This is an optimization exercise on Yosys and OpenROAD, whose aim is small area, a short achievable clock period and few clock cycles, not a production implementation. Where RTL was checked, it was by simulation tests only, not by an equivalence proof against the original. The RTL of run 2 was laid out without a check of its function. Power figures rest on the tool's default switching activity, not on a simulated workload.

## design/flow/config.mk

```make
export PLATFORM = sky130hd
export DESIGN_NAME = pipeline_cpu
export DESIGN_NICKNAME = pipeline_cpu
export VERILOG_FILES = /design/flow/design.v
export SDC_FILE = /design/flow/constraint.sdc
export NUM_CORES = 4
export LEC_CHECK = 0
export CAP_MARGIN = 20
export CORE_MARGIN = 2
export CORE_UTILIZATION = 40
export SLEW_MARGIN = 20
```

## design/flow/constraint.sdc

```tcl
create_clock -name core_clock -period 16.5 [get_ports {clk}]
set_input_delay 3.3000 -clock core_clock [delete_from_list [all_inputs] [get_ports {clk}]]
set_output_delay 3.3000 -clock core_clock [all_outputs]
set_load 0.01 [all_outputs]
```

## design/flow/design.v

```verilog
module MUX2_1( out, in1, in0, sel ) ;
output	out;
input	in1, in0, sel;
wire	out;
assign	out = sel ? in1 : in0;
endmodule
module fulladder( sum, cout, a, b, cin ) ;
output sum, cout ;
input a, b, cin ;
wire e1, e2, e3 ;
xor( e1, a, b ) ;
and( e2, a, b ) ;
xor( sum, e1, cin ) ;
and( e3, e1, cin ) ;
xor( cout, e2, e3 ) ;
endmodule
module alu1( a, b, cin, cout, sum, Signal ) ;
output cout, sum ;
input a, b, cin ;
input [2:0] Signal ;
wire binvert ;
wire btemp ;
wire s0, s1, s2 ;  
wire ct ;
and( s0, a, b ) ;
or( s1, a, b ) ;
assign binvert = Signal[2] ;
xor( btemp, binvert, b ) ;
fulladder addsub( .sum(s2), .cout(cout), .a(a), .b(btemp), .cin(cin) ) ;
assign sum = ( Signal == 3'b000 ) ? s0 : ( Signal == 3'b001 ) ? s1 : s2 ;  
endmodule
module ALU32( a, b, Signal, result, zero ) ;
input [31:0] a, b ;
input [2:0] Signal ; 
output zero;
output [31:0] result;
wire less ;
wire [31:0] c, sum, set ;
assign set = 32'b0 ;
	alu1 a0( .a(a[0]), .b(b[0]), .cin(Signal[2]), .cout(c[0]), .sum(sum[0]), .Signal(Signal) ) ;
	alu1 a1( .a(a[1]), .b(b[1]), .cin(c[0]), .cout(c[1]), .sum(sum[1]), .Signal(Signal) ) ;
	alu1 a2( .a(a[2]), .b(b[2]), .cin(c[1]), .cout(c[2]), .sum(sum[2]), .Signal(Signal) ) ;
	alu1 a3( .a(a[3]), .b(b[3]), .cin(c[2]), .cout(c[3]), .sum(sum[3]), .Signal(Signal) ) ;
	alu1 a4( .a(a[4]), .b(b[4]), .cin(c[3]), .cout(c[4]), .sum(sum[4]), .Signal(Signal) ) ;
	alu1 a5( .a(a[5]), .b(b[5]), .cin(c[4]), .cout(c[5]), .sum(sum[5]), .Signal(Signal) ) ;
	alu1 a6( .a(a[6]), .b(b[6]), .cin(c[5]), .cout(c[6]), .sum(sum[6]), .Signal(Signal) ) ;
	alu1 a7( .a(a[7]), .b(b[7]), .cin(c[6]), .cout(c[7]), .sum(sum[7]), .Signal(Signal) ) ;
	alu1 a8( .a(a[8]), .b(b[8]), .cin(c[7]), .cout(c[8]), .sum(sum[8]), .Signal(Signal) ) ;
	alu1 a9( .a(a[9]), .b(b[9]), .cin(c[8]), .cout(c[9]), .sum(sum[9]), .Signal(Signal) ) ;
	alu1 a10( .a(a[10]), .b(b[10]), .cin(c[9]), .cout(c[10]), .sum(sum[10]), .Signal(Signal) ) ;
	alu1 a11( .a(a[11]), .b(b[11]), .cin(c[10]), .cout(c[11]), .sum(sum[11]), .Signal(Signal) ) ;
	alu1 a12( .a(a[12]), .b(b[12]), .cin(c[11]), .cout(c[12]), .sum(sum[12]), .Signal(Signal) ) ;
	alu1 a13( .a(a[13]), .b(b[13]), .cin(c[12]), .cout(c[13]), .sum(sum[13]), .Signal(Signal) ) ;
	alu1 a14( .a(a[14]), .b(b[14]), .cin(c[13]), .cout(c[14]), .sum(sum[14]), .Signal(Signal) ) ;
	alu1 a15( .a(a[15]), .b(b[15]), .cin(c[14]), .cout(c[15]), .sum(sum[15]), .Signal(Signal) ) ;
	alu1 a16( .a(a[16]), .b(b[16]), .cin(c[15]), .cout(c[16]), .sum(sum[16]), .Signal(Signal) ) ;
	alu1 a17( .a(a[17]), .b(b[17]), .cin(c[16]), .cout(c[17]), .sum(sum[17]), .Signal(Signal) ) ;
	alu1 a18( .a(a[18]), .b(b[18]), .cin(c[17]), .cout(c[18]), .sum(sum[18]), .Signal(Signal) ) ;
	alu1 a19( .a(a[19]), .b(b[19]), .cin(c[18]), .cout(c[19]), .sum(sum[19]), .Signal(Signal) ) ;
	alu1 a20( .a(a[20]), .b(b[20]), .cin(c[19]), .cout(c[20]), .sum(sum[20]), .Signal(Signal) ) ;
	alu1 a21( .a(a[21]), .b(b[21]), .cin(c[20]), .cout(c[21]), .sum(sum[21]), .Signal(Signal) ) ;
	alu1 a22( .a(a[22]), .b(b[22]), .cin(c[21]), .cout(c[22]), .sum(sum[22]), .Signal(Signal) ) ;
	alu1 a23( .a(a[23]), .b(b[23]), .cin(c[22]), .cout(c[23]), .sum(sum[23]), .Signal(Signal) ) ;
	alu1 a24( .a(a[24]), .b(b[24]), .cin(c[23]), .cout(c[24]), .sum(sum[24]), .Signal(Signal) ) ;
	alu1 a25( .a(a[25]), .b(b[25]), .cin(c[24]), .cout(c[25]), .sum(sum[25]), .Signal(Signal) ) ;
	alu1 a26( .a(a[26]), .b(b[26]), .cin(c[25]), .cout(c[26]), .sum(sum[26]), .Signal(Signal) ) ;
	alu1 a27( .a(a[27]), .b(b[27]), .cin(c[26]), .cout(c[27]), .sum(sum[27]), .Signal(Signal) ) ;
	alu1 a28( .a(a[28]), .b(b[28]), .cin(c[27]), .cout(c[28]), .sum(sum[28]), .Signal(Signal) ) ;
	alu1 a29( .a(a[29]), .b(b[29]), .cin(c[28]), .cout(c[29]), .sum(sum[29]), .Signal(Signal) ) ;
	alu1 a30( .a(a[30]), .b(b[30]), .cin(c[29]), .cout(c[30]), .sum(sum[30]), .Signal(Signal) ) ;
	alu1 a31( .a(a[31]), .b(b[31]), .cin(c[30]), .cout(c[31]), .sum(sum[31]), .Signal(Signal) ) ;
	assign less = ( sum[31] == 1'b1 ) ? 1 : 0 ;  
	assign result = ( Signal == 3'b111 ) ? less : sum[31:0] ; 
	assign zero = ( result == 32'b0 ) ? 1'b1 : 1'b0 ; 
endmodule
module Shifter( dataA, dataB, dataOut );
input [31:0] dataA ;
input [4:0] dataB ;  
output [31:0] dataOut ;
wire [31:0] 	ST1, ST2, ST3, ST4;  
wire [31:0]     set, temp;
MUX2_1 m0( ST1[0], 1'b0, dataA[0], dataB[0] );
MUX2_1 m1( ST1[1], dataA[0], dataA[1], dataB[0] );
MUX2_1 m2( ST1[2], dataA[1], dataA[2], dataB[0] );
MUX2_1 m3( ST1[3], dataA[2], dataA[3], dataB[0] );
MUX2_1 m4( ST1[4], dataA[3], dataA[4], dataB[0] );
MUX2_1 m5( ST1[5], dataA[4], dataA[5], dataB[0] );
MUX2_1 m6( ST1[6], dataA[5], dataA[6], dataB[0] );
MUX2_1 m7( ST1[7], dataA[6], dataA[7], dataB[0] );
MUX2_1 m8( ST1[8], dataA[7], dataA[8], dataB[0] );
MUX2_1 m9( ST1[9], dataA[8], dataA[9], dataB[0] );
MUX2_1 m10( ST1[10], dataA[9], dataA[10], dataB[0] );
MUX2_1 m11( ST1[11], dataA[10], dataA[11], dataB[0] );
MUX2_1 m12( ST1[12], dataA[11], dataA[12], dataB[0] );
MUX2_1 m13( ST1[13], dataA[12], dataA[13], dataB[0] );
MUX2_1 m14( ST1[14], dataA[13], dataA[14], dataB[0] );
MUX2_1 m15( ST1[15], dataA[14], dataA[15], dataB[0] );
MUX2_1 m16( ST1[16], dataA[15], dataA[16], dataB[0] );
MUX2_1 m17( ST1[17], dataA[16], dataA[17], dataB[0] );
MUX2_1 m18( ST1[18], dataA[17], dataA[18], dataB[0] );
MUX2_1 m19( ST1[19], dataA[18], dataA[19], dataB[0] );
MUX2_1 m20( ST1[20], dataA[19], dataA[20], dataB[0] );
MUX2_1 m21( ST1[21], dataA[20], dataA[21], dataB[0] );
MUX2_1 m22( ST1[22], dataA[21], dataA[22], dataB[0] );
MUX2_1 m23( ST1[23], dataA[22], dataA[23], dataB[0] );
MUX2_1 m24( ST1[24], dataA[23], dataA[24], dataB[0] );
MUX2_1 m25( ST1[25], dataA[24], dataA[25], dataB[0] );
MUX2_1 m26( ST1[26], dataA[25], dataA[26], dataB[0] );
MUX2_1 m27( ST1[27], dataA[26], dataA[27], dataB[0] );
MUX2_1 m28( ST1[28], dataA[27], dataA[28], dataB[0] );
MUX2_1 m29( ST1[29], dataA[28], dataA[29], dataB[0] );
MUX2_1 m30( ST1[30], dataA[29], dataA[30], dataB[0] );
MUX2_1 m31( ST1[31], dataA[30], dataA[31], dataB[0] );
MUX2_1 ms0( ST2[0], 1'b0, ST1[0], dataB[1] );
MUX2_1 ms1( ST2[1], 1'b0, ST1[1], dataB[1] );
MUX2_1 ms2( ST2[2], ST1[0], ST1[2], dataB[1] );
MUX2_1 ms3( ST2[3], ST1[1], ST1[3], dataB[1] );
MUX2_1 ms4( ST2[4], ST1[2], ST1[4], dataB[1] );
MUX2_1 ms5( ST2[5], ST1[3], ST1[5], dataB[1] );
MUX2_1 ms6( ST2[6], ST1[4], ST1[6], dataB[1] );
MUX2_1 ms7( ST2[7], ST1[5], ST1[7], dataB[1] );
MUX2_1 ms8( ST2[8], ST1[6], ST1[8], dataB[1] );
MUX2_1 ms9( ST2[9], ST1[7], ST1[9], dataB[1] );
MUX2_1 ms10( ST2[10], ST1[8], ST1[10], dataB[1] );
MUX2_1 ms11( ST2[11], ST1[9], ST1[11], dataB[1] );
MUX2_1 ms12( ST2[12], ST1[10], ST1[12], dataB[1] );
MUX2_1 ms13( ST2[13], ST1[11], ST1[13], dataB[1] );
MUX2_1 ms14( ST2[14], ST1[12], ST1[14], dataB[1] );
MUX2_1 ms15( ST2[15], ST1[13], ST1[15], dataB[1] );
MUX2_1 ms16( ST2[16], ST1[14], ST1[16], dataB[1] );
MUX2_1 ms17( ST2[17], ST1[15], ST1[17], dataB[1] );
MUX2_1 ms18( ST2[18], ST1[16], ST1[18], dataB[1] );
MUX2_1 ms19( ST2[19], ST1[17], ST1[19], dataB[1] );
MUX2_1 ms20( ST2[20], ST1[18], ST1[20], dataB[1] );
MUX2_1 ms21( ST2[21], ST1[19], ST1[21], dataB[1] );
MUX2_1 ms22( ST2[22], ST1[20], ST1[22], dataB[1] );
MUX2_1 ms23( ST2[23], ST1[21], ST1[23], dataB[1] );
MUX2_1 ms24( ST2[24], ST1[22], ST1[24], dataB[1] );
MUX2_1 ms25( ST2[25], ST1[23], ST1[25], dataB[1] );
MUX2_1 ms26( ST2[26], ST1[24], ST1[26], dataB[1] );
MUX2_1 ms27( ST2[27], ST1[25], ST1[27], dataB[1] );
MUX2_1 ms28( ST2[28], ST1[26], ST1[28], dataB[1] );
MUX2_1 ms29( ST2[29], ST1[27], ST1[29], dataB[1] );
MUX2_1 ms30( ST2[30], ST1[28], ST1[30], dataB[1] );
MUX2_1 ms31( ST2[31], ST1[29], ST1[31], dataB[1] );
MUX2_1 mt0( ST3[0], 1'b0, ST2[0], dataB[2] );
MUX2_1 mt1( ST3[1], 1'b0, ST2[1], dataB[2] );
MUX2_1 mt2( ST3[2], 1'b0, ST2[2], dataB[2] );
MUX2_1 mt3( ST3[3], 1'b0, ST2[3], dataB[2] );
MUX2_1 mt4( ST3[4], ST2[0], ST2[4], dataB[2] );
MUX2_1 mt5( ST3[5], ST2[1], ST2[5], dataB[2] );
MUX2_1 mt6( ST3[6], ST2[2], ST2[6], dataB[2] );
MUX2_1 mt7( ST3[7], ST2[3], ST2[7], dataB[2] );
MUX2_1 mt8( ST3[8], ST2[4], ST2[8], dataB[2] );
MUX2_1 mt9( ST3[9], ST2[5], ST2[9], dataB[2] );
MUX2_1 mt10( ST3[10], ST2[6], ST2[10], dataB[2] );
MUX2_1 mt11( ST3[11], ST2[7], ST2[11], dataB[2] );
MUX2_1 mt12( ST3[12], ST2[8], ST2[12], dataB[2] );
MUX2_1 mt13( ST3[13], ST2[9], ST2[13], dataB[2] );
MUX2_1 mt14( ST3[14], ST2[10], ST2[14], dataB[2] );
MUX2_1 mt15( ST3[15], ST2[11], ST2[15], dataB[2] );
MUX2_1 mt16( ST3[16], ST2[12], ST2[16], dataB[2] );
MUX2_1 mt17( ST3[17], ST2[13], ST2[17], dataB[2] );
MUX2_1 mt18( ST3[18], ST2[14], ST2[18], dataB[2] );
MUX2_1 mt19( ST3[19], ST2[15], ST2[19], dataB[2] );
MUX2_1 mt20( ST3[20], ST2[16], ST2[20], dataB[2] );
MUX2_1 mt21( ST3[21], ST2[17], ST2[21], dataB[2] );
MUX2_1 mt22( ST3[22], ST2[18], ST2[22], dataB[2] );
MUX2_1 mt23( ST3[23], ST2[19], ST2[23], dataB[2] );
MUX2_1 mt24( ST3[24], ST2[20], ST2[24], dataB[2] );
MUX2_1 mt25( ST3[25], ST2[21], ST2[25], dataB[2] );
MUX2_1 mt26( ST3[26], ST2[22], ST2[26], dataB[2] );
MUX2_1 mt27( ST3[27], ST2[23], ST2[27], dataB[2] );
MUX2_1 mt28( ST3[28], ST2[24], ST2[28], dataB[2] );
MUX2_1 mt29( ST3[29], ST2[25], ST2[29], dataB[2] );
MUX2_1 mt30( ST3[30], ST2[26], ST2[30], dataB[2] );
MUX2_1 mt31( ST3[31], ST2[27], ST2[31], dataB[2] );
MUX2_1 mf0( ST4[0], 1'b0, ST3[0], dataB[3] );
MUX2_1 mf1( ST4[1], 1'b0, ST3[1], dataB[3] );
MUX2_1 mf2( ST4[2], 1'b0, ST3[2], dataB[3] );
MUX2_1 mf3( ST4[3], 1'b0, ST3[3], dataB[3] );
MUX2_1 mf4( ST4[4], 1'b0, ST3[4], dataB[3] );
MUX2_1 mf5( ST4[5], 1'b0, ST3[5], dataB[3] );
MUX2_1 mf6( ST4[6], 1'b0, ST3[6], dataB[3] );
MUX2_1 mf7( ST4[7], 1'b0, ST3[7], dataB[3] );
MUX2_1 mf8( ST4[8], ST3[0], ST3[8], dataB[3] );
MUX2_1 mf9( ST4[9], ST3[1], ST3[9], dataB[3] );
MUX2_1 mf10( ST4[10], ST3[2], ST3[10], dataB[3] );
MUX2_1 mf11( ST4[11], ST3[3], ST3[11], dataB[3] );
MUX2_1 mf12( ST4[12], ST3[4], ST3[12], dataB[3] );
MUX2_1 mf13( ST4[13], ST3[5], ST3[13], dataB[3] );
MUX2_1 mf14( ST4[14], ST3[6], ST3[14], dataB[3] );
MUX2_1 mf15( ST4[15], ST3[7], ST3[15], dataB[3] );
MUX2_1 mf16( ST4[16], ST3[8], ST3[16], dataB[3] );
MUX2_1 mf17( ST4[17], ST3[9], ST3[17], dataB[3] );
MUX2_1 mf18( ST4[18], ST3[10], ST3[18], dataB[3] );
MUX2_1 mf19( ST4[19], ST3[11], ST3[19], dataB[3] );
MUX2_1 mf20( ST4[20], ST3[12], ST3[20], dataB[3] );
MUX2_1 mf21( ST4[21], ST3[13], ST3[21], dataB[3] );
MUX2_1 mf22( ST4[22], ST3[14], ST3[22], dataB[3] );
MUX2_1 mf23( ST4[23], ST3[15], ST3[23], dataB[3] );
MUX2_1 mf24( ST4[24], ST3[16], ST3[24], dataB[3] );
MUX2_1 mf25( ST4[25], ST3[17], ST3[25], dataB[3] );
MUX2_1 mf26( ST4[26], ST3[18], ST3[26], dataB[3] );
MUX2_1 mf27( ST4[27], ST3[19], ST3[27], dataB[3] );
MUX2_1 mf28( ST4[28], ST3[20], ST3[28], dataB[3] );
MUX2_1 mf29( ST4[29], ST3[21], ST3[29], dataB[3] );
MUX2_1 mf30( ST4[30], ST3[22], ST3[30], dataB[3] );
MUX2_1 mf31( ST4[31], ST3[23], ST3[31], dataB[3] );
MUX2_1 mff0( temp[0], 1'b0, ST4[0], dataB[4] );
MUX2_1 mff1( temp[1], 1'b0, ST4[1], dataB[4] );
MUX2_1 mff2( temp[2], 1'b0, ST4[2], dataB[4] );
MUX2_1 mff3( temp[3], 1'b0, ST4[3], dataB[4] );
MUX2_1 mff4( temp[4], 1'b0, ST4[4], dataB[4] );
MUX2_1 mff5( temp[5], 1'b0, ST4[5], dataB[4] );
MUX2_1 mff6( temp[6], 1'b0, ST4[6], dataB[4] );
MUX2_1 mff7( temp[7], 1'b0, ST4[7], dataB[4] );
MUX2_1 mff8( temp[8], 1'b0, ST4[8], dataB[4] );
MUX2_1 mff9( temp[9], 1'b0, ST4[9], dataB[4] );
MUX2_1 mff10( temp[10], 1'b0, ST4[10], dataB[4] );
MUX2_1 mff11( temp[11], 1'b0, ST4[11], dataB[4] );
MUX2_1 mff12( temp[12], 1'b0, ST4[12], dataB[4] );
MUX2_1 mff13( temp[13], 1'b0, ST4[13], dataB[4] );
MUX2_1 mff14( temp[14], 1'b0, ST4[14], dataB[4] );
MUX2_1 mff15( temp[15], 1'b0, ST4[15], dataB[4] );
MUX2_1 mff16( temp[16], ST4[0], ST4[16], dataB[4] );
MUX2_1 mff17( temp[17], ST4[1], ST4[17], dataB[4] );
MUX2_1 mff18( temp[18], ST4[2], ST4[18], dataB[4] );
MUX2_1 mff19( temp[19], ST4[3], ST4[19], dataB[4] );
MUX2_1 mff20( temp[20], ST4[4], ST4[20], dataB[4] );
MUX2_1 mff21( temp[21], ST4[5], ST4[21], dataB[4] );
MUX2_1 mff22( temp[22], ST4[6], ST4[22], dataB[4] );
MUX2_1 mff23( temp[23], ST4[7], ST4[23], dataB[4] );
MUX2_1 mff24( temp[24], ST4[8], ST4[24], dataB[4] );
MUX2_1 mff25( temp[25], ST4[9], ST4[25], dataB[4] );
MUX2_1 mff26( temp[26], ST4[10], ST4[26], dataB[4] );
MUX2_1 mff27( temp[27], ST4[11], ST4[27], dataB[4] );
MUX2_1 mff28( temp[28], ST4[12], ST4[28], dataB[4] );
MUX2_1 mff29( temp[29], ST4[13], ST4[29], dataB[4] );
MUX2_1 mff30( temp[30], ST4[14], ST4[30], dataB[4] );
MUX2_1 mff31( temp[31], ST4[15], ST4[31], dataB[4] );
assign dataOut = temp ; 
endmodule
module TotalALU( Operation, opcode, immed, a, b, result, zero, clk );
input clk;
input [2:0] Operation;
input [5:0] opcode ;
input [15:0] immed ;
input [31:0] a, b ;
output zero ;
output [31:0] result ;
parameter AND = 6'b100100;
parameter OR  = 6'b100101;
parameter ADD = 6'b100000;
parameter SUB = 6'b100010;
parameter SLT = 6'b101010;
parameter SLL = 6'b000000;
parameter MULTU=6'b011001;
parameter MFHI= 6'b010000;
parameter MFLO= 6'b010010;
wire [5:0] get_immed ;
wire [31:0] ALUOut, ShifterOut ;
	assign get_immed = immed[5:0];
ALU32 ALU( .a(a), .b(b), .Signal(Operation), .result(ALUOut), .zero(zero) );
Shifter Shifter( .dataA(b), .dataB(immed[10:6]), .dataOut(ShifterOut) );
	assign result = ( Operation == 3'b100 ) ? ShifterOut : ALUOut;
endmodule
module mux2( sel, a, b, y );
    parameter bitwidth=32;
    input sel;
    input  [bitwidth-1:0] a, b;
    output [bitwidth-1:0] y;
    assign y = sel ? b : a;
endmodule
module mux3( sel, a, b, c, y );
    parameter bitwidth=32;
    input [1:0] sel;
    input  [bitwidth-1:0] a, b, c;
    output [bitwidth-1:0] y;
    assign y = (sel == 2'b01) ? b : (sel == 2'b10) ? c : a;
endmodule
module add32(a, b, result);
  input [31:0] a, b;
  output [31:0] result;
  assign result = a + b;
endmodule
module sign_extend( immed_in, ext_immed_out );
	input[15:0] immed_in;
	output[31:0] ext_immed_out;
	assign ext_immed_out = { {16{immed_in[15]}}, immed_in };
endmodule
module alu_ctl(ALUOp, Funct, ALUOperation);
    input [1:0] ALUOp;
    input [5:0] Funct;
    output [2:0] ALUOperation;
    reg    [2:0] ALUOperation;
    parameter F_add = 6'd32;
    parameter F_sub = 6'd34;
    parameter F_and = 6'd36;
    parameter F_or  = 6'd37;
    parameter F_slt = 6'd42;
    parameter F_sll = 6'd00;
    parameter ALU_add = 3'b010;
    parameter ALU_sub = 3'b110;
    parameter ALU_and = 3'b000;
    parameter ALU_or  = 3'b001;
    parameter ALU_slt = 3'b111;
    parameter ALU_sll = 3'b100;
    always @(*) begin
        case (ALUOp)
            2'b00 : ALUOperation = ALU_add;
            2'b01 : ALUOperation = ALU_sub;
            default : case (Funct)
                        F_sub : ALUOperation = ALU_sub;
                        F_and : ALUOperation = ALU_and;
                        F_or  : ALUOperation = ALU_or;
                        F_slt : ALUOperation = ALU_slt;
                        F_sll : ALUOperation = ALU_sll;
                        default : ALUOperation = ALU_add;
                      endcase
        endcase
    end
endmodule
module control_unit( opcode, funct, RegDst, ALUSrc, MemtoReg, RegWrite, MemRead, MemWrite,
                     Branch, Jump, Link, ALUOp, Mult, MfHi, MfLo, UseRs, UseRt );
    input  [5:0] opcode, funct;
    output RegDst, ALUSrc, MemtoReg, RegWrite, MemRead, MemWrite, Branch, Jump, Link;
    output Mult, MfHi, MfLo, UseRs, UseRt;
    output [1:0] ALUOp;
    reg RegDst, ALUSrc, MemtoReg, RegWrite, MemRead, MemWrite, Branch, Jump, Link;
    reg Mult, MfHi, MfLo, UseRs, UseRt;
    reg [1:0] ALUOp;
    parameter R_FORMAT = 6'd0;
    parameter ADDIU = 6'd9;
    parameter LW = 6'd35;
    parameter SW = 6'd43;
    parameter BEQ = 6'd4;
    parameter J = 6'd2;
    parameter JAL = 6'd3;
    parameter F_mul  = 6'd25;
    parameter F_sll  = 6'd0;
    parameter F_mfhi = 6'b010000;
    parameter F_mflo = 6'b010010;
    always @(*) begin
        RegDst = 1'b0; ALUSrc = 1'b0; MemtoReg = 1'b0; RegWrite = 1'b0; MemRead = 1'b0;
        MemWrite = 1'b0; Branch = 1'b0; Jump = 1'b0; Link = 1'b0; ALUOp = 2'b00;
        Mult = 1'b0; MfHi = 1'b0; MfLo = 1'b0; UseRs = 1'b0; UseRt = 1'b0;
        case ( opcode )
          R_FORMAT : begin
                RegDst = 1'b1; ALUOp = 2'b10;
                case ( funct )
                  F_mul  : begin Mult = 1'b1; UseRs = 1'b1; UseRt = 1'b1; end
                  F_mfhi : begin MfHi = 1'b1; RegWrite = 1'b1; end
                  F_mflo : begin MfLo = 1'b1; RegWrite = 1'b1; end
                  F_sll  : begin UseRt = 1'b1; RegWrite = 1'b1; end
                  default: begin UseRs = 1'b1; UseRt = 1'b1; RegWrite = 1'b1; end
                endcase
            end
          ADDIU : begin ALUSrc = 1'b1; RegWrite = 1'b1; UseRs = 1'b1; end
          LW    : begin ALUSrc = 1'b1; MemtoReg = 1'b1; RegWrite = 1'b1; MemRead = 1'b1; UseRs = 1'b1; end
          SW    : begin ALUSrc = 1'b1; MemWrite = 1'b1; UseRs = 1'b1; UseRt = 1'b1; end
          BEQ   : begin Branch = 1'b1; ALUOp = 2'b01; UseRs = 1'b1; UseRt = 1'b1; end
          J     : begin Jump = 1'b1; end
          JAL   : begin Jump = 1'b1; Link = 1'b1; RegWrite = 1'b1; end
          default : ;
        endcase
    end
endmodule
module reg_file( clk, RegWrite, RN1, RN2, WN, WD, RD1, RD2 );
	input clk;
	input RegWrite;
	input [4:0] RN1, RN2, WN;
	input [31:0] WD;
	output [31:0] RD1, RD2;
	reg [31:0] file_array [31:1];
	assign RD1 = ( RN1 == 5'd0 ) ? 32'd0 :
	             ( RegWrite && ( WN == RN1 ) ) ? WD : file_array[RN1];
	assign RD2 = ( RN2 == 5'd0 ) ? 32'd0 :
	             ( RegWrite && ( WN == RN2 ) ) ? WD : file_array[RN2];
	always @( posedge clk ) begin
		if ( RegWrite && ( WN != 5'd0 ) )
			file_array[WN] <= WD;
	end
endmodule
module ForwardingUnit( MEM_wr, MEM_rd, WB_wr, WB_rd, EX_rs, EX_rt, ForwardA, ForwardB );
input MEM_wr, WB_wr;
input [4:0] MEM_rd, WB_rd, EX_rs, EX_rt;
output [1:0] ForwardA, ForwardB;
assign ForwardA = ( MEM_wr && MEM_rd != 5'd0 && MEM_rd == EX_rs ) ? 2'b10 :
                  ( WB_wr  && WB_rd  != 5'd0 && WB_rd  == EX_rs ) ? 2'b01 : 2'b00;
assign ForwardB = ( MEM_wr && MEM_rd != 5'd0 && MEM_rd == EX_rt ) ? 2'b10 :
                  ( WB_wr  && WB_rd  != 5'd0 && WB_rd  == EX_rt ) ? 2'b01 : 2'b00;
endmodule
module Multiplier( clk, reset, start, dataA, dataB, busy, HiOut, LoOut );
input clk, reset, start;
input [31:0] dataA, dataB;
output busy;
output [31:0] HiOut, LoOut;
reg busy;
reg [4:0] counter;
reg [31:0] mcand;
reg [63:0] prod;
reg [63:0] HiLo;
wire [32:0] sum;
assign sum = prod[0] ? ( {1'b0, prod[63:32]} + {1'b0, mcand} ) : {1'b0, prod[63:32]};
always @( posedge clk ) begin
  if ( reset ) begin
    busy <= 1'b0;
    counter <= 5'd0;
    HiLo <= 64'd0;
  end
  else if ( start ) begin
    busy <= 1'b1;
    counter <= 5'd0;
    mcand <= dataA;
    prod <= {32'd0, dataB};
  end
  else if ( busy ) begin
    prod <= {sum, prod[31:1]};
    counter <= counter + 5'd1;
    if ( counter == 5'd31 ) begin
      busy <= 1'b0;
      HiLo <= {sum, prod[31:1]};
    end
  end
end
assign HiOut = HiLo[63:32];
assign LoOut = HiLo[31:0];
endmodule
module pipeline_cpu( clk, rst,
                     imem_addr, imem_rdata,
                     dmem_addr, dmem_wdata, dmem_we, dmem_re, dmem_rdata,
                     wb_we, wb_addr, wb_data );
	input clk, rst;
	output [31:0] imem_addr;
	input  [31:0] imem_rdata;
	output [31:0] dmem_addr, dmem_wdata;
	output dmem_we, dmem_re;
	input  [31:0] dmem_rdata;
	output wb_we;
	output [4:0] wb_addr;
	output [31:0] wb_data;
	reg  [31:0] pc;
	wire [31:0] pc_incr, pc_next;
	reg         ifid_valid;
	reg  [31:0] ifid_instr, ifid_pc;
	reg         idex_valid;
	reg         idex_RegDst, idex_ALUSrc, idex_MemtoReg, idex_RegWrite, idex_MemRead, idex_MemWrite;
	reg         idex_Branch, idex_Link, idex_Mult, idex_MfHi, idex_MfLo;
	reg  [1:0]  idex_ALUOp;
	reg  [4:0]  idex_rs, idex_rt, idex_rd;
	reg  [5:0]  idex_funct;
	reg  [31:0] idex_pc, idex_rd1, idex_rd2, idex_imm;
	reg         exmem_valid, exmem_RegWrite, exmem_MemtoReg, exmem_MemWrite, exmem_MemRead;
	reg  [4:0]  exmem_wn;
	reg  [31:0] exmem_result, exmem_sd;
	reg         memwb_valid, memwb_RegWrite;
	reg  [4:0]  memwb_wn;
	reg  [31:0] memwb_wd;
	add32 PCADD( .a(pc), .b(32'd4), .result(pc_incr) );
	assign imem_addr = pc;
	wire [5:0]  opcode = ifid_instr[31:26];
	wire [4:0]  rs     = ifid_instr[25:21];
	wire [4:0]  rt     = ifid_instr[20:16];
	wire [4:0]  rd     = ifid_instr[15:11];
	wire [5:0]  funct  = ifid_instr[5:0];
	wire [31:0] extend_immed, id_pc_incr, b_tgt, jump_addr, rfile_rd1, rfile_rd2;
	wire RegDst, ALUSrc, MemtoReg, RegWrite, MemRead, MemWrite, Branch, Jump, Link, Mult, MfHi, MfLo, UseRs, UseRt;
	wire [1:0] ALUOp;
	wire rf_we = memwb_valid & memwb_RegWrite;
	control_unit CTLS( .opcode(opcode), .funct(funct), .RegDst(RegDst), .ALUSrc(ALUSrc), .MemtoReg(MemtoReg),
	                   .RegWrite(RegWrite), .MemRead(MemRead), .MemWrite(MemWrite), .Branch(Branch), .Jump(Jump),
	                   .Link(Link), .ALUOp(ALUOp), .Mult(Mult), .MfHi(MfHi), .MfLo(MfLo), .UseRs(UseRs), .UseRt(UseRt) );
	reg_file RegFile( .clk(clk), .RegWrite(rf_we), .RN1(rs), .RN2(rt), .WN(memwb_wn), .WD(memwb_wd),
	                  .RD1(rfile_rd1), .RD2(rfile_rd2) );
	sign_extend SignExt( .immed_in(ifid_instr[15:0]), .ext_immed_out(extend_immed) );
	add32 IDPCADD( .a(ifid_pc), .b(32'd4), .result(id_pc_incr) );
	add32 BRADD( .a(id_pc_incr), .b({extend_immed[29:0], 2'b00}), .result(b_tgt) );
	assign jump_addr = { id_pc_incr[31:28], ifid_instr[25:0], 2'b00 };
	wire mul_busy;
	wire load_use = idex_valid & idex_MemRead & ( idex_rt != 5'd0 ) &
	                ( ( UseRs & ( rs == idex_rt ) ) | ( UseRt & ( rt == idex_rt ) ) );
	wire mul_haz  = ( Mult | MfHi | MfLo ) & ( mul_busy | ( idex_valid & idex_Mult ) );
	wire id_stall = ifid_valid & ( load_use | mul_haz );
	wire id_go    = ifid_valid & ~id_stall;
	wire [1:0]  ForwardA, ForwardB;
	wire [31:0] OprandA, OprandB, alu_b, alu_out, ex_pc_incr, HiOut, LoOut;
	wire [2:0]  Operation;
	wire [4:0]  rfile_wn;
	wire        Zero;
	reg  [31:0] ex_result;
	ForwardingUnit Fw_Unit( .MEM_wr(exmem_valid & exmem_RegWrite), .MEM_rd(exmem_wn),
	                        .WB_wr(memwb_valid & memwb_RegWrite), .WB_rd(memwb_wn),
	                        .EX_rs(idex_rs), .EX_rt(idex_rt), .ForwardA(ForwardA), .ForwardB(ForwardB) );
	mux3 #(32) OprandAMUX( .sel(ForwardA), .a(idex_rd1), .b(memwb_wd), .c(exmem_result), .y(OprandA) );
	mux3 #(32) OprandBMUX( .sel(ForwardB), .a(idex_rd2), .b(memwb_wd), .c(exmem_result), .y(OprandB) );
	mux2 #(32) ALUMUX( .sel(idex_ALUSrc), .a(OprandB), .b(idex_imm), .y(alu_b) );
	alu_ctl ALUCTL( .ALUOp(idex_ALUOp), .Funct(idex_funct), .ALUOperation(Operation) );
	TotalALU total_alu( .Operation(Operation), .opcode(6'd0), .immed(idex_imm[15:0]),
	                    .a(OprandA), .b(alu_b), .result(alu_out), .zero(Zero), .clk(clk) );
	Multiplier Mult_Unit( .clk(clk), .reset(rst), .start(idex_valid & idex_Mult), .dataA(OprandA), .dataB(OprandB),
	                      .busy(mul_busy), .HiOut(HiOut), .LoOut(LoOut) );
	add32 EXPCADD( .a(idex_pc), .b(32'd4), .result(ex_pc_incr) );
	always @(*) begin
		if ( idex_Link )      ex_result = ex_pc_incr;
		else if ( idex_MfHi ) ex_result = HiOut;
		else if ( idex_MfLo ) ex_result = LoOut;
		else                  ex_result = alu_out;
	end
	mux2 #(5) RFMUX( .sel(idex_RegDst), .a(idex_rt), .b(idex_rd), .y(rfile_wn) );
	wire mispredict = idex_valid & idex_Branch & ~Zero;
	assign dmem_addr  = exmem_result;
	assign dmem_wdata = exmem_sd;
	assign dmem_we    = exmem_valid & exmem_MemWrite;
	assign dmem_re    = exmem_valid & exmem_MemRead;
	assign wb_we   = memwb_valid & memwb_RegWrite & ( memwb_wn != 5'd0 );
	assign wb_addr = memwb_wn;
	assign wb_data = memwb_wd;
	assign pc_next = mispredict            ? ex_pc_incr :
	                 id_stall              ? pc :
	                 ( id_go & Branch )    ? b_tgt :
	                 ( id_go & Jump )      ? jump_addr : pc_incr;
	always @( posedge clk ) begin
		if ( rst ) begin
			pc          <= 32'd0;
			ifid_valid  <= 1'b0;
			idex_valid  <= 1'b0;
			exmem_valid <= 1'b0;
			memwb_valid <= 1'b0;
		end
		else begin
			pc <= pc_next;
			if ( mispredict || ( id_go && ( Branch || Jump ) ) )
				ifid_valid <= 1'b0;
			else if ( !id_stall ) begin
				ifid_valid <= 1'b1;
				ifid_instr <= imem_rdata;
				ifid_pc    <= pc;
			end
			idex_valid <= id_go & ~mispredict;
			idex_RegDst <= RegDst;  idex_ALUSrc <= ALUSrc;  idex_MemtoReg <= MemtoReg;
			idex_RegWrite <= RegWrite;  idex_MemRead <= MemRead;  idex_MemWrite <= MemWrite;
			idex_Branch <= Branch;  idex_Link <= Link;  idex_Mult <= Mult;
			idex_MfHi <= MfHi;  idex_MfLo <= MfLo;  idex_ALUOp <= ALUOp;
			idex_rs <= rs;  idex_rt <= rt;  idex_rd <= rd;  idex_funct <= funct;
			idex_pc <= ifid_pc;  idex_rd1 <= rfile_rd1;  idex_rd2 <= rfile_rd2;  idex_imm <= extend_immed;
			exmem_valid    <= idex_valid;
			exmem_RegWrite <= idex_RegWrite;
			exmem_MemtoReg <= idex_MemtoReg;
			exmem_MemWrite <= idex_MemWrite;
			exmem_MemRead  <= idex_MemRead;
			exmem_wn       <= idex_Link ? 5'd31 : rfile_wn;
			exmem_result   <= ex_result;
			exmem_sd       <= OprandB;
			memwb_valid    <= exmem_valid;
			memwb_RegWrite <= exmem_RegWrite;
			memwb_wn       <= exmem_wn;
			memwb_wd       <= exmem_MemtoReg ? dmem_rdata : exmem_result;
		end
	end
endmodule
```

## design/flow/run.sh

```bash
#!/bin/bash
# synth_recipe.tcl (not shown) runs the flow's synth.tcl, then flattens the netlist and writes it again
# the make line also repeats each setting of config.mk as NAME=value (left out here)
make -C /OpenROAD-flow-scripts/flow DESIGN_CONFIG=/design/flow/config.mk WORK_HOME=/design/flow/orfs CLKGATE_MAP_FILE= SYNTH_SCRIPT=/design/flow/synth_recipe.tcl finish
```

==> results.txt, run 1 <==
- Antenna Cells: 0
- Area of the core: 189800 um^2
- Clock sinks: 1501
- Crit path kind: reg -> reg
- Met1 Resource Use GR: 0.3464
- Max-cap viol count: 0
- Detailed Route WL: 263.5 mm
- HPWL after detailed placement: 165.7 mm
- CP most frequent cell: fa_2
- Endpoint class of the critical path: flop
- Global route overflow: 0
- Hold path depth: 0
- CP required: 17030 ps
- Largest net degree at the start of global routing: 128
- Worst reg2reg path endpoint: ifid_pc[2]$_DFFE_PP_
- Sequential cell area fraction in the yosys report: 0.5768
- Total GRT Usage: 0.2691
- CP top delay family: adder cells
- Worst-path maximum fanout: 14
- Cell Pwr Density: 105.7 nW/um^2
- Clock Skew: 60.33 ps
- Vias per cell: 6.264
- Routing usage on met2: 0.4321
- CTS hold repair buffers: 0
- CTS tree: done
- Worst Hold Class: reg -> reg
- Drt first pass iters: 8
- Slowest-stage cell, CP: or4_4
- LEAKAGE: 28.88 nW
- Outcome: complete, no violations
- Worst R2R Start: idex_rt[2]$_DFFE_PN_
- Share of cells above drive strength 1: 0.2179
- DRC viols: 0
- Average wire per standard cell: 32.27 um
- Routability cong.: 0.9404
- Achievable Freq: 62.36 MHz
- Die height: 440.8 um
- Die X: 440.8 um
- Slowest stage delay, CP: 580 ps
- Total I/O pin count: 202
- #FFs+latches synth: 1501
- Mean area per synthesized cell: 14.36 um^2
- Crit share post-route: 0.9719
- Max FFs per register: 992
- Final std cells w/o fill: 8166
- Largest Register: RegFile.file_array
- Top Usage Layer GRT: met2
- Antenna viol nets, final: 0
- Final setup violation count: 0
- Final core occ: 0.4610
- Top cell type's share of synthesized area: 0.5490
- Area contributors post-synth: edfxtp_1, mux4_2, mux2i_1
- Hold Path Origin: idex_MemWrite$_DFFE_PN_
- Setup crit start kind: flop
- First-pass GRT wire length: 372.9 mm
- H-tree lvl count: 4
- Hold Fails Final Rpt: 0
- Vias in the first global route: 50.28k
- Tmin final: 16040 ps
- Initial antenna violation count: 8
- M3 GR Usage: 0.05665
- Critical Path AT: 16570 ps
- Placed cells: 7847
- Clock Path Buffers: 3
- Top FF cell, synth: edfxtp_1
- Biggest regs: RegFile.file_array x992, Mult_Unit.HiLo x64, Mult_Unit.prod x64
- Via count: 51.16k
- CTS clk-pin slew, worst paths: 60 ps
- Clock Latency Late Sink: 860 ps
- Relative slew margins: 0.1877
- Commonest cells post-synth: edfxtp_1, mux4_2, nor2_1, nand2_1, a21oi_1
- R2r setup slk: 460 ps
- Buf+Inv Stages, Crit Path: 3
- Synth cell types: 97
- Post-synth EDFFs: 1395
- Filler cells: 16.53k
- Yosys top cell by area: edfxtp_1
- Starting density of the core: 0.4021
- IO buf count: 201
- Post-synthesis cell area: 76310 um^2
- FP Rows: 160
- Total Power: 9.251 mW
- Worst vdd ir: 0.1095 mV
- Nets: 5690
- Slew of the pin with the lowest slew margin: 1213 ps
- CTS root buf: clkbuf_16
- Hold Path Sink: exmem_MemWrite$_DFFE_PN_
- Most frequent cell after synthesis: edfxtp_1
- CTS buffer count: 168
- Die area: 194300 um^2
- Ys async rst share: 0
- Worst Reg2Reg Path Length in Cells: 47
- Max-slew violation count: 0
- Area growth, synth to finish: 14.66%
- Mapped Cells: 5313
- Synth Warn #: 5
- Initial DRC Count: 5919
- WP depth: 47
## metal layers
metal / part of all wire / up-vias
li1: - / 21594
met1: 0.38 / 26374
met2: 0.47 / 2614
met3: 0.091 / 565
met4: 0.054 / 8
met5: 0.00022 / -
## stage by stage
stage | setup TNS [ps] | setup slack [ps] | hold WS, ps | instance area [um^2]
finish | 0 | 462.9 | 426.3 | 87490
global route | -127.2 | -12.54 | 438.0 | 87490
CTS | 0 | 5.436 | 424.1 | 87420
detailed placement | 0 | 14.27 | 406.2 | 81940
global placement | 0 | 116.4 | 410.2 | 81930
floorplan | 0 | 34.97 | 400.3 | 76350
## worst max path at each step
stage / endpoint / from / slack (ps)
2_1_floorplan: ifid_instr[0]$_DFFE_PP_ / idex_rt[2]$_DFFE_PN_ / 30
3_3_place_gp: ifid_instr[23]$_DFFE_PP_ / exmem_wn[1]$_SDFFCE_PP1N_ / 120
3_5_place_dp: ifid_instr[27]$_DFFE_PP_ / exmem_wn[1]$_SDFFCE_PP1N_ / 10
4_1_cts: ifid_instr[7]$_DFFE_PP_ / exmem_wn[2]$_SDFFCE_PP1N_ / 5
5_1_grt: ifid_pc[3]$_DFFE_PP_ / idex_rt[2]$_DFFE_PN_ / -10
6_report: ifid_pc[2]$_DFFE_PP_ / idex_rt[2]$_DFFE_PN_ / 460
## repair_timing
item,in CTS,in global routing
setup buffers,13,3
pin swaps,2,4
gates resized for setup,8,12
hold endpoints to repair,0,0
gates cloned,2,0
setup endpoints to repair,70,98
## layout make-up
type                       count  area [um^2]  share of cell area
tap                         2511         3142             0.03591
multi-input combinational   3369        30950              0.3538
sequential                  1501        44010              0.5030
inverter                      56        217.7            0.002488
clock inverter                83        777.0            0.008881
clock buffer                 218         4506             0.05150
timing repair buffer         428         3887             0.04443
## kinds of logic (layout without fill, tap and decap cells)
logic type	Yosys count	in the layout	synth area share
multiplexers	846	846	0.1983
XOR/XNOR	210	210	0.02410
AO/OA/AOI/OAI	1007	1007	0.08677
flip-flops	1501	1501	0.5768
buffers and inverters	443	785	0.02332
AND/OR/NAND/NOR	1203	1203	0.07075
adder cells (fa/ha/maj)	103	103	0.01999
## cells in the final DEF, fill, tap and decap left out, types with 109 or more instances in the layout
master,instances
nor3_1,109
o21ai_0,193
nor2_1,374
clkdlybuf4s50_1,200
nand3_1,114
edfxtp_1,1395
nand2_1,363
buf_4,215
mux4_2,521
clkbuf_16,171
mux2i_1,223
a21oi_1,311
xnor2_1,120
## worst reg2reg max path, delay by kind of cell, from the launching register on
family	cells	cell delay, ps
compound gates	3	520
xor+xnor	4	670
fa+ha+maj	30	11330
buf+inv	3	470
flops	1	450
mux	1	300
simple gates	6	1950
## power by group
part | total [mW] | leakage (nW) | internal, mW | switching (mW)
logic | 1.25 | 12.6 | 0.487 | 0.760
clock network | 3.64 | 2.55 | 2.01 | 1.63
registers | 4.36 | 13.7 | 4.27 | 0.0905
total | 9.25 | 28.9 | 6.77 | 2.48
Testbench counts, summed over its fixed seeds: cycles 19,369.
==> run 2, diff against run 1 <==
--- a/design/flow/design.v
+++ b/design/flow/design.v
@@ -440,122 +440,186 @@
 	output wb_we;
 	output [4:0] wb_addr;
 	output [31:0] wb_data;
-	reg  [31:0] pc;
-	wire [31:0] pc_incr, pc_next;
+	localparam MK = 8;
+	localparam MN = 32 / MK;
+	reg  [31:2] pc;
 	reg         ifid_valid;
-	reg  [31:0] ifid_instr, ifid_pc;
-	reg         idex_valid;
-	reg         idex_RegDst, idex_ALUSrc, idex_MemtoReg, idex_RegWrite, idex_MemRead, idex_MemWrite;
-	reg         idex_Branch, idex_Link, idex_Mult, idex_MfHi, idex_MfLo;
-	reg  [1:0]  idex_ALUOp;
-	reg  [4:0]  idex_rs, idex_rt, idex_rd;
-	reg  [5:0]  idex_funct;
-	reg  [31:0] idex_pc, idex_rd1, idex_rd2, idex_imm;
-	reg         exmem_valid, exmem_RegWrite, exmem_MemtoReg, exmem_MemWrite, exmem_MemRead;
+	reg  [31:0] ifid_ir;
+	reg  [31:2] ifid_pc4;
+	reg         idex_valid, idex_we, idex_memrd, idex_memwr, idex_beq, idex_mult, idex_sub;
+	reg         idex_s_add, idex_s_and, idex_s_or, idex_s_slt, idex_s_sll, idex_s_hi, idex_s_lo, idex_s_link;
+	reg         idex_fa_mem, idex_fa_wb, idex_fa_reg;
+	reg         idex_fb_mem, idex_fb_wb, idex_fb_reg;
+	reg         idex_bi, idex_bm, idex_bw, idex_br;
+	reg  [4:0]  idex_wn;
+	reg  [15:0] idex_imm;
+	reg  [31:0] idex_a, idex_b;
+	reg  [31:2] idex_pcv;
+	reg         exmem_we, exmem_memrd, exmem_memwr;
 	reg  [4:0]  exmem_wn;
 	reg  [31:0] exmem_result, exmem_sd;
-	reg         memwb_valid, memwb_RegWrite;
+	reg         memwb_we;
 	reg  [4:0]  memwb_wn;
 	reg  [31:0] memwb_wd;
-	add32 PCADD( .a(pc), .b(32'd4), .result(pc_incr) );
-	assign imem_addr = pc;
-	wire [5:0]  opcode = ifid_instr[31:26];
-	wire [4:0]  rs     = ifid_instr[25:21];
-	wire [4:0]  rt     = ifid_instr[20:16];
-	wire [4:0]  rd     = ifid_instr[15:11];
-	wire [5:0]  funct  = ifid_instr[5:0];
-	wire [31:0] extend_immed, id_pc_incr, b_tgt, jump_addr, rfile_rd1, rfile_rd2;
-	wire RegDst, ALUSrc, MemtoReg, RegWrite, MemRead, MemWrite, Branch, Jump, Link, Mult, MfHi, MfLo, UseRs, UseRt;
-	wire [1:0] ALUOp;
-	wire rf_we = memwb_valid & memwb_RegWrite;
-	control_unit CTLS( .opcode(opcode), .funct(funct), .RegDst(RegDst), .ALUSrc(ALUSrc), .MemtoReg(MemtoReg),
-	                   .RegWrite(RegWrite), .MemRead(MemRead), .MemWrite(MemWrite), .Branch(Branch), .Jump(Jump),
-	                   .Link(Link), .ALUOp(ALUOp), .Mult(Mult), .MfHi(MfHi), .MfLo(MfLo), .UseRs(UseRs), .UseRt(UseRt) );
-	reg_file RegFile( .clk(clk), .RegWrite(rf_we), .RN1(rs), .RN2(rt), .WN(memwb_wn), .WD(memwb_wd),
-	                  .RD1(rfile_rd1), .RD2(rfile_rd2) );
-	sign_extend SignExt( .immed_in(ifid_instr[15:0]), .ext_immed_out(extend_immed) );
-	add32 IDPCADD( .a(ifid_pc), .b(32'd4), .result(id_pc_incr) );
-	add32 BRADD( .a(id_pc_incr), .b({extend_immed[29:0], 2'b00}), .result(b_tgt) );
-	assign jump_addr = { id_pc_incr[31:28], ifid_instr[25:0], 2'b00 };
-	wire mul_busy;
-	wire load_use = idex_valid & idex_MemRead & ( idex_rt != 5'd0 ) &
-	                ( ( UseRs & ( rs == idex_rt ) ) | ( UseRt & ( rt == idex_rt ) ) );
-	wire mul_haz  = ( Mult | MfHi | MfLo ) & ( mul_busy | ( idex_valid & idex_Mult ) );
+	reg  [31:0] rf [31:1];
+	reg         mul_busy;
+	reg  [4:0]  mul_cnt;
+	reg  [31:0] mcand;
+	reg  [63:0] hilo;
+	wire [31:2] pc4 = pc + 30'd1;
+	assign imem_addr = { pc, 2'b00 };
+	wire if_jump = ~imem_rdata[31] & imem_rdata[27];
+	wire [5:0]  opcode = ifid_ir[31:26];
+	wire [4:0]  rs     = ifid_ir[25:21];
+	wire [4:0]  rt     = ifid_ir[20:16];
+	wire [4:0]  rd     = ifid_ir[15:11];
+	wire [5:0]  funct  = ifid_ir[5:0];
+	wire op_r     = ( opcode == 6'd0 );
+	wire op_addiu = ( opcode == 6'd9 );
+	wire op_lw    = ( opcode == 6'd35 );
+	wire op_sw    = ( opcode == 6'd43 );
+	wire op_beq   = ( opcode == 6'd4 );
+	wire op_jal   = ( opcode == 6'd3 );
+	wire f_mult   = op_r & ( funct == 6'd25 );
+	wire f_mfhi   = op_r & ( funct == 6'd16 );
+	wire f_mflo   = op_r & ( funct == 6'd18 );
+	wire f_sll    = op_r & ( funct == 6'd0 );
+	wire f_alu    = op_r & funct[5];
+	wire f_sub    = f_alu & ( funct[3:0] == 4'd2 );
+	wire f_and    = f_alu & ( funct[3:0] == 4'd4 );
+	wire f_or     = f_alu & ( funct[3:0] == 4'd5 );
+	wire f_slt    = f_alu & ( funct[3:0] == 4'd10 );
+	wire f_add    = f_alu & ( funct[3:0] == 4'd0 );
+	wire beq_same = op_beq & ( rs == rt );
+	wire beq_cond = op_beq & ~beq_same;
+	wire use_rs   = f_alu | f_mult | op_addiu | op_lw | op_sw | beq_cond;
+	wire use_rt   = f_alu | f_sll | f_mult | op_sw | beq_cond;
+	wire [4:0] wn = op_jal ? 5'd31 : op_r ? rd : rt;
+	wire wr       = ( f_alu | f_sll | f_mfhi | f_mflo | op_addiu | op_lw | op_jal ) & ( wn != 5'd0 );
+	wire alusrc   = op_addiu | op_lw | op_sw;
+	wire [31:0] rf_a = ( rs == 5'd0 ) ? 32'd0 : ( memwb_we && ( memwb_wn == rs ) ) ? memwb_wd : rf[rs];
+	wire [31:0] rf_b = ( rt == 5'd0 ) ? 32'd0 : ( memwb_we && ( memwb_wn == rt ) ) ? memwb_wd : rf[rt];
+	wire fa_mem = idex_valid & idex_we & ( idex_wn == rs );
+	wire fa_wb  = ~fa_mem & exmem_we & ( exmem_wn == rs );
+	wire fb_mem = idex_valid & idex_we & ( idex_wn == rt );
+	wire fb_wb  = ~fb_mem & exmem_we & ( exmem_wn == rt );
+	wire [31:2] id_target = ifid_pc4 + { {14{ifid_ir[15]}}, ifid_ir[15:0] };
+	wire mul_last = mul_busy & ( mul_cnt == MN - 1 );
+	wire load_use = idex_valid & idex_memrd & idex_we &
+	                ( ( use_rs & ( rs == idex_wn ) ) | ( use_rt & ( rt == idex_wn ) ) );
+	wire mul_haz  = ( f_mult | f_mfhi | f_mflo ) & ( ( idex_valid & idex_mult ) | ( mul_busy & ~mul_last ) );
 	wire id_stall = ifid_valid & ( load_use | mul_haz );
 	wire id_go    = ifid_valid & ~id_stall;
-	wire [1:0]  ForwardA, ForwardB;
-	wire [31:0] OprandA, OprandB, alu_b, alu_out, ex_pc_incr, HiOut, LoOut;
-	wire [2:0]  Operation;
-	wire [4:0]  rfile_wn;
-	wire        Zero;
-	reg  [31:0] ex_result;
-	ForwardingUnit Fw_Unit( .MEM_wr(exmem_valid & exmem_RegWrite), .MEM_rd(exmem_wn),
-	                        .WB_wr(memwb_valid & memwb_RegWrite), .WB_rd(memwb_wn),
-	                        .EX_rs(idex_rs), .EX_rt(idex_rt), .ForwardA(ForwardA), .ForwardB(ForwardB) );
-	mux3 #(32) OprandAMUX( .sel(ForwardA), .a(idex_rd1), .b(memwb_wd), .c(exmem_result), .y(OprandA) );
-	mux3 #(32) OprandBMUX( .sel(ForwardB), .a(idex_rd2), .b(memwb_wd), .c(exmem_result), .y(OprandB) );
-	mux2 #(32) ALUMUX( .sel(idex_ALUSrc), .a(OprandB), .b(idex_imm), .y(alu_b) );
-	alu_ctl ALUCTL( .ALUOp(idex_ALUOp), .Funct(idex_funct), .ALUOperation(Operation) );
-	TotalALU total_alu( .Operation(Operation), .opcode(6'd0), .immed(idex_imm[15:0]),
-	                    .a(OprandA), .b(alu_b), .result(alu_out), .zero(Zero), .clk(clk) );
-	Multiplier Mult_Unit( .clk(clk), .reset(rst), .start(idex_valid & idex_Mult), .dataA(OprandA), .dataB(OprandB),
-	                      .busy(mul_busy), .HiOut(HiOut), .LoOut(LoOut) );
-	add32 EXPCADD( .a(idex_pc), .b(32'd4), .result(ex_pc_incr) );
-	always @(*) begin
-		if ( idex_Link )      ex_result = ex_pc_incr;
-		else if ( idex_MfHi ) ex_result = HiOut;
-		else if ( idex_MfLo ) ex_result = LoOut;
-		else                  ex_result = alu_out;
-	end
-	mux2 #(5) RFMUX( .sel(idex_RegDst), .a(idex_rt), .b(idex_rd), .y(rfile_wn) );
-	wire mispredict = idex_valid & idex_Branch & ~Zero;
+	wire [31:0] ex_a  = ( {32{idex_fa_mem}} & exmem_result ) | ( {32{idex_fa_wb}} & memwb_wd ) | ( {32{idex_fa_reg}} & idex_a );
+	wire [31:0] ex_b  = ( {32{idex_fb_mem}} & exmem_result ) | ( {32{idex_fb_wb}} & memwb_wd ) | ( {32{idex_fb_reg}} & idex_b );
+	wire [31:0] ex_imm = { {16{idex_imm[15]}}, idex_imm };
+	wire [31:0] alu_b = ( {32{idex_bm}} & exmem_result ) | ( {32{idex_bw}} & memwb_wd ) | ( {32{idex_br}} & idex_b ) |
+	                    ( {32{idex_bi}} & ex_imm );
+	wire [31:0] sum   = ex_a + ( alu_b ^ {32{idex_sub}} ) + { 31'd0, idex_sub };
+	wire [31:0] shl   = alu_b << idex_imm[10:6];
+	wire [31:0] ex_result = ( {32{idex_s_add}}  & sum ) |
+	                        ( {32{idex_s_and}}  & ( ex_a & alu_b ) ) |
+	                        ( {32{idex_s_or}}   & ( ex_a | alu_b ) ) |
+	                        ( {32{idex_s_slt}}  & { 31'd0, sum[31] } ) |
+	                        ( {32{idex_s_sll}}  & shl ) |
+	                        ( {32{idex_s_hi}}   & hilo[63:32] ) |
+	                        ( {32{idex_s_lo}}   & hilo[31:0] ) |
+	                        ( {32{idex_s_link}} & { idex_pcv, 2'b00 } );
+	wire mispredict = idex_valid & idex_beq & ( ex_a == ex_b );
+	wire mul_start  = idex_valid & idex_mult;
 	assign dmem_addr  = exmem_result;
 	assign dmem_wdata = exmem_sd;
-	assign dmem_we    = exmem_valid & exmem_MemWrite;
-	assign dmem_re    = exmem_valid & exmem_MemRead;
-	assign wb_we   = memwb_valid & memwb_RegWrite & ( memwb_wn != 5'd0 );
+	assign dmem_we    = exmem_memwr;
+	assign dmem_re    = exmem_memrd;
+	assign wb_we   = memwb_we;
 	assign wb_addr = memwb_wn;
 	assign wb_data = memwb_wd;
-	assign pc_next = mispredict            ? ex_pc_incr :
-	                 id_stall              ? pc :
-	                 ( id_go & Branch )    ? b_tgt :
-	                 ( id_go & Jump )      ? jump_addr : pc_incr;
+	always @( posedge clk ) begin
+		if ( memwb_we )
+			rf[memwb_wn] <= memwb_wd;
+	end
+	wire [31+MK:0] macc = { {MK{1'b0}}, hilo[63:32] } + mcand * hilo[MK-1:0];
+	always @( posedge clk ) begin
+		if ( rst ) begin
+			mul_busy <= 1'b0;
+			mul_cnt  <= 5'd0;
+			hilo     <= 64'd0;
+		end
+		else if ( mul_start ) begin
+			mul_busy <= 1'b1;
+			mul_cnt  <= 5'd0;
+			mcand    <= ex_a;
+			hilo     <= { 32'd0, ex_b };
+		end
+		else if ( mul_busy ) begin
+			hilo    <= { macc, hilo[31:MK] };
+			mul_cnt <= mul_cnt + 5'd1;
+			if ( mul_last )
+				mul_busy <= 1'b0;
+		end
+	end
 	always @( posedge clk ) begin
 		if ( rst ) begin
-			pc          <= 32'd0;
+			pc          <= 30'd0;
 			ifid_valid  <= 1'b0;
 			idex_valid  <= 1'b0;
-			exmem_valid <= 1'b0;
-			memwb_valid <= 1'b0;
+			exmem_we    <= 1'b0;
+			exmem_memrd <= 1'b0;
+			exmem_memwr <= 1'b0;
+			memwb_we    <= 1'b0;
 		end
 		else begin
-			pc <= pc_next;
-			if ( mispredict || ( id_go && ( Branch || Jump ) ) )
+			if ( mispredict )                pc <= idex_pcv;
+			else if ( id_stall )             pc <= pc;
+			else if ( id_go & beq_same )     pc <= id_target;
+			else if ( if_jump )              pc <= { pc4[31:28], imem_rdata[25:0] };
+			else                             pc <= pc4;
+			if ( mispredict || ( id_go && beq_same ) )
 				ifid_valid <= 1'b0;
 			else if ( !id_stall ) begin
 				ifid_valid <= 1'b1;
-				ifid_instr <= imem_rdata;
-				ifid_pc    <= pc;
+				ifid_ir    <= imem_rdata;
+				ifid_pc4   <= pc4;
 			end
 			idex_valid <= id_go & ~mispredict;
-			idex_RegDst <= RegDst;  idex_ALUSrc <= ALUSrc;  idex_MemtoReg <= MemtoReg;
-			idex_RegWrite <= RegWrite;  idex_MemRead <= MemRead;  idex_MemWrite <= MemWrite;
-			idex_Branch <= Branch;  idex_Link <= Link;  idex_Mult <= Mult;
-			idex_MfHi <= MfHi;  idex_MfLo <= MfLo;  idex_ALUOp <= ALUOp;
-			idex_rs <= rs;  idex_rt <= rt;  idex_rd <= rd;  idex_funct <= funct;
-			idex_pc <= ifid_pc;  idex_rd1 <= rfile_rd1;  idex_rd2 <= rfile_rd2;  idex_imm <= extend_immed;
-			exmem_valid    <= idex_valid;
-			exmem_RegWrite <= idex_RegWrite;
-			exmem_MemtoReg <= idex_MemtoReg;
-			exmem_MemWrite <= idex_MemWrite;
-			exmem_MemRead  <= idex_MemRead;
-			exmem_wn       <= idex_Link ? 5'd31 : rfile_wn;
-			exmem_result   <= ex_result;
-			exmem_sd       <= OprandB;
-			memwb_valid    <= exmem_valid;
-			memwb_RegWrite <= exmem_RegWrite;
-			memwb_wn       <= exmem_wn;
-			memwb_wd       <= exmem_MemtoReg ? dmem_rdata : exmem_result;
+			exmem_we    <= idex_valid & idex_we;
+			exmem_memrd <= idex_valid & idex_memrd;
+			exmem_memwr <= idex_valid & idex_memwr;
+			memwb_we    <= exmem_we;
 		end
+		idex_we   <= wr;
+		idex_memrd <= op_lw;
+		idex_memwr <= op_sw;
+		idex_beq  <= beq_cond;
+		idex_mult <= f_mult;
+		idex_sub  <= f_sub | f_slt;
+		idex_s_add <= f_add | f_sub | op_addiu | op_lw | op_sw;
+		idex_s_and <= f_and;
+		idex_s_or  <= f_or;
+		idex_s_slt <= f_slt;
+		idex_s_sll <= f_sll;
+		idex_s_hi  <= f_mfhi;
+		idex_s_lo  <= f_mflo;
+		idex_s_link <= op_jal;
+		idex_fa_mem <= fa_mem;
+		idex_fa_wb  <= fa_wb;
+		idex_fa_reg <= ~fa_mem & ~fa_wb;
+		idex_fb_mem <= fb_mem;
+		idex_fb_wb  <= fb_wb;
+		idex_fb_reg <= ~fb_mem & ~fb_wb;
+		idex_bi <= alusrc;
+		idex_bm <= ~alusrc & fb_mem;
+		idex_bw <= ~alusrc & fb_wb;
+		idex_br <= ~alusrc & ~fb_mem & ~fb_wb;
+		idex_wn  <= wn;
+		idex_imm <= ifid_ir[15:0];
+		idex_a   <= rf_a;
+		idex_b   <= rf_b;
+		idex_pcv <= op_jal ? ifid_pc4 : id_target;
+		exmem_wn     <= idex_wn;
+		exmem_result <= ex_result;
+		exmem_sd     <= ex_b;
+		memwb_wn <= exmem_wn;
+		memwb_wd <= exmem_memrd ? dmem_rdata : exmem_result;
 	end
 endmodule
==> results.txt, run 2 <==
- Nets: 6557 (was 5690)
- Setup Slack @ Placement: 10210 ps (was 14.27 ps)
- Share of cells above drive strength 1: 0.1718 (was 0.2179)
- CTS root buf: clkbuf_16 (unchanged)
- Internal power: 6.628 mW (was 6.769 mW)
- Worst Hold Class: reg -> reg (unchanged)
- DRC viols: 0 (unchanged)
- CTS buffer count: 159 (was 168)
- First-pass GRT wire length: 394.0 mm (was 372.9 mm)
- Switching power: 2.672 mW (was 2.483 mW)
- Vias per cell: 6.213 (was 6.264)
- CP required: 17160 ps (was 17030 ps)
- Initial DRC Count: 6475 (was 5919)
- CP most frequent cell: fa_1 (was fa_2)
- Clock Latency Late Sink: 840 ps (was 860 ps)
- Hold Path Sink: memwb_wn[0]$_DFF_P_ (was exmem_MemWrite$_DFFE_PN_)
- Largest Register: rf (was RegFile.file_array)
- Starting density of the core: 0.4013 (was 0.4021)
- Routability cong.: 1.006 (was 0.9404)
- Achievable Freq: 159.7 MHz (was 62.36 MHz)
- Commonest cells post-synth: edfxtp_1, mux4_2, nand2_1, dfxtp_1, inv_1 (was edfxtp_1, mux4_2, nor2_1, nand2_1, a21oi_1)
- Crit path kind: reg -> reg (unchanged)
- Biggest regs: rf x992, hilo x64 (was RegFile.file_array x992, Mult_Unit.HiLo x64, Mult_Unit.prod x64)
- Yosys top cell by area: edfxtp_1 (unchanged)
- Die area: 198600 um^2 (was 194300 um^2)
- Sequential cell area fraction in the yosys report: 0.5081 (was 0.5768)
- Total GRT Usage: 0.2752 (was 0.2691)
- Die height: 445.6 um (was 440.8 um)
- Top cell type's share of synthesized area: 0.4180 (was 0.5490)
- Max-cap viol count: 0 (unchanged)
- Most frequent cells in the layout: edfxtp_1, mux4_2, nand2_1 (was edfxtp_1, mux4_2, nor2_1)
- Hold Path Origin: exmem_wn[0]$_DFF_P_ (was idex_MemWrite$_DFFE_PN_)
- Hold Fails Final Rpt: 0 (unchanged)
- Via count: 54.89k (was 51.16k)
- Clock Skew: 59.67 ps (was 60.33 ps)
- CTS hold repair buffers: 0 (unchanged)
- Sequential Power Share: 0.445 (was 0.472)
- H-tree lvl count: 4 (unchanged)
- R2r setup slk: 10240 ps (was 460 ps)
- Worst R2R Start: hilo[1]$_SDFFE_PP0P_ (was idex_rt[2]$_DFFE_PN_)
- Global route overflow: 0 (unchanged)
- Mean area per synthesized cell: 13.00 um^2 (was 14.36 um^2)
- IO buf count: 199 (was 201)
- Area growth, synth to finish: 13.68% (was 14.66%)
- Clock share of power: 0.384 (was 0.394)
- Slowest stage delay, CP: 790 ps (was 580 ps)
- Switching Share: 0.2873 (was 0.2683)
- Largest net degree at the start of global routing: 112 (was 128)
- #FFs+latches synth: 1437 (was 1501)
- Worst vdd ir: 0.1052 mV (was 0.1095 mV)
- Post-synth EDFFs: 1086 (was 1395)
- Logic pwr share: 0.171 (was 0.135)
- Slowest-stage cell, CP: dfxtp_1 (was or4_4)
- Cell Pwr Density: 104.9 nW/um^2 (was 105.7 nW/um^2)
- Outcome: complete, no violations (unchanged)
- RSZ-0062 raised after global routing: false
- Cts repair resizes: 0 (was 8)
- Relative slew margins: 0.08162 (was 0.1877)
- Total Power: 9.300 mW (was 9.251 mW)
- Endpoint class of the critical path: flop (unchanged)
- TNS Setup: 0 ps (unchanged)
- Synth cell types: 89 (was 97)
- Die X: 445.6 um (was 440.8 um)
- Filler cells: 17.22k (was 16.53k)
- Max-slew violation count: 0 (unchanged)
- CP cell instances: buf_4, nand2_1, fa_1, inv_1, fa_1, fa_1, inv_1, fa_1, inv_1, ha_1, a21oi_1, o21ai_0, a21o_1, a31o_1, a211o_1, a2111o_1, a211o_1, o21ai_1, xor2_1, a211oi_1
- Most frequent cell after synthesis: edfxtp_1 (unchanged)
- Clock Path Buffers: 3 (unchanged)
- CTS clk-pin slew, worst paths: 60 ps (about the same)
- Synth Warn #: 1 (was 5)
- Setup crit start kind: flop (unchanged)
- Clock sinks: 1437 (was 1501)
- Area of the core: 194400 um^2 (was 189800 um^2)
- Tmin final: 6262 ps (was 16040 ps)
- Max FFs per register: 992 (unchanged)
- FP Rows: 162 (was 160)
- Hold path depth: 0 (unchanged)
- Initial antenna violation count: 3 (was 8)
- Final core occ: 0.4562 (was 0.4610)
- Worst reg2reg path endpoint: hilo[60]$_SDFFE_PP0P_ (was ifid_pc[2]$_DFFE_PP_)
- CTS tree: done (unchanged)
- Setup Fix Bufs, Post-CTS: 0 (was 13)
- Critical Path AT: 6920 ps (was 16570 ps)
- Commonest non-fill, non-tap cell in the layout: edfxtp_1 (unchanged)
- Vias in the first global route: 54.60k (was 50.28k)
- Drt first pass iters: 12 (was 8)
- Worst-path maximum fanout: 19 (was 14)
- Antenna viol nets, final: 0 (unchanged)
- Worst Reg2Reg Path Length in Cells: 20 (was 47)
- Ys async rst share: 0 (unchanged)
- Slew of the pin with the lowest slew margin: 1378 ps (was 1213 ps)
- Final setup violation count: 0 (unchanged)
- Average wire per standard cell: 31.37 um (was 32.27 um)
- Mapped Cells: 6002 (was 5313)
- Total I/O pin count: 202 (unchanged)
- HPWL after detailed placement: 184.0 mm (was 165.7 mm)
- Buf+Inv Stages, Crit Path: 4 (was 3)
- Detailed Route WL: 277.2 mm (was 263.5 mm)
- Post-synthesis cell area: 78010 um^2 (was 76310 um^2)
- Area contributors post-synth: edfxtp_1, mux4_2, dfxtp_1 (was edfxtp_1, mux4_2, mux2i_1)
- Top FF cell, synth: edfxtp_1 (unchanged)
- Crit share post-route: 0.3795 (was 0.9719)
- LEAKAGE: 32.57 nW (was 28.88 nW)
- Final WS setup: 10240 ps (was 462.9 ps)
- CP top delay family: adder cells (unchanged)
[run 2: changes by cell type in the layout (fill, tap and decap cells not counted), moves of 76 or more]
cell / previous run / this run
fa_1: 13 / 214
mux4_2: 521 / 445
edfxtp_1: 1395 / 1086
dfxtp_1: 106 / 346
nor2_1: 374 / 297
and2_1: 21 / 181
inv_1: 52 / 350
[run 2: worst max path at each step]
stage               slack, ps                    end                  from  cells past startpoint
finish                  10240  hilo[60]$_SDFFE_PP0P_  hilo[1]$_SDFFE_PP0P_                     20
global route             9840  hilo[60]$_SDFFE_PP0P_  hilo[1]$_SDFFE_PP0P_                     20
CTS                     10160  hilo[60]$_SDFFE_PP0P_  hilo[1]$_SDFFE_PP0P_                     20
detailed placement      10210  hilo[60]$_SDFFE_PP0P_  hilo[1]$_SDFFE_PP0P_                     20
global placement        10350  hilo[60]$_SDFFE_PP0P_  hilo[1]$_SDFFE_PP0P_                     20
floorplan                7950   ifid_ir[0]$_DFFE_PP_                   rst                      3
[run 2: metal layers]
layer	share of wire	wire, um	vias to the layer above	GRT usage
met5	0.000097	27	-	0
met4	0.060	16550	4	0.1439
met2	0.46	126500	2981	0.4287
met1	0.39	107600	28207	0.3624
met3	0.096	26540	656	0.05789
li1	-	-	23042	-
[run 2: per-stage QoR]
stage | hold slack [ps] | cell area (um^2) | instances
6_report | 386.3 | 88680 | 8835
5_1_grt | 390.0 | 88670 | 8828
4_1_cts | 387.9 | 88640 | 8825
3_5_place_dp | 383.9 | 83430 | 8534
3_3_place_gp | 386.0 | 83420 | 8532
2_1_floorplan | 354.6 | 78020 | 6003
[run 2: area by class of cell]
class,count,area [um^2],area share
tap,2542,3181,0.03586
antenna,7,17.52,0.0001975
clock inverter,79,912.1,0.01029
multi-input combinational,3807,35700,0.4026
inverter,352,1321,0.01490
timing repair buffer,399,3601,0.04060
sequential,1437,39650,0.4471
clock buffer,212,4300,0.04849
[run 2: cells by family after synthesis]
kind of cell | share of synthesized area
flip-flops | 0.5081
AND/OR/NAND/NOR | 0.08111
AO/OA/AOI/OAI | 0.09485
multiplexers | 0.1800
buffers and inverters | 0.03833
adder cells (fa/ha/maj) | 0.07432
XOR/XNOR | 0.02324
other | 0.00004807
[run 2: power groups by stage]
stage / Combinational [mW] / Sequential [mW] / Clock (mW)
4_1_cts: 1.56 / 4.13 / 3.61
5_1_grt: 1.67 / 4.14 / 3.75
3_5_place_dp: 1.55 / 4.21 / 0
2_1_floorplan: 0.947 / 4.16 / 0
6_report: 1.59 / 4.14 / 3.57
3_3_place_gp: 1.54 / 4.20 / 0

Re-timed with assumed drivers on the ports (clkbuf_16 on the clock, buf_2 on other inputs), run 2 has 10.238 ns of setup slack against 10.238 ns with ideal ports, and 10.238 ns once port delays also move by the mid clock arrival of 0.895 ns.
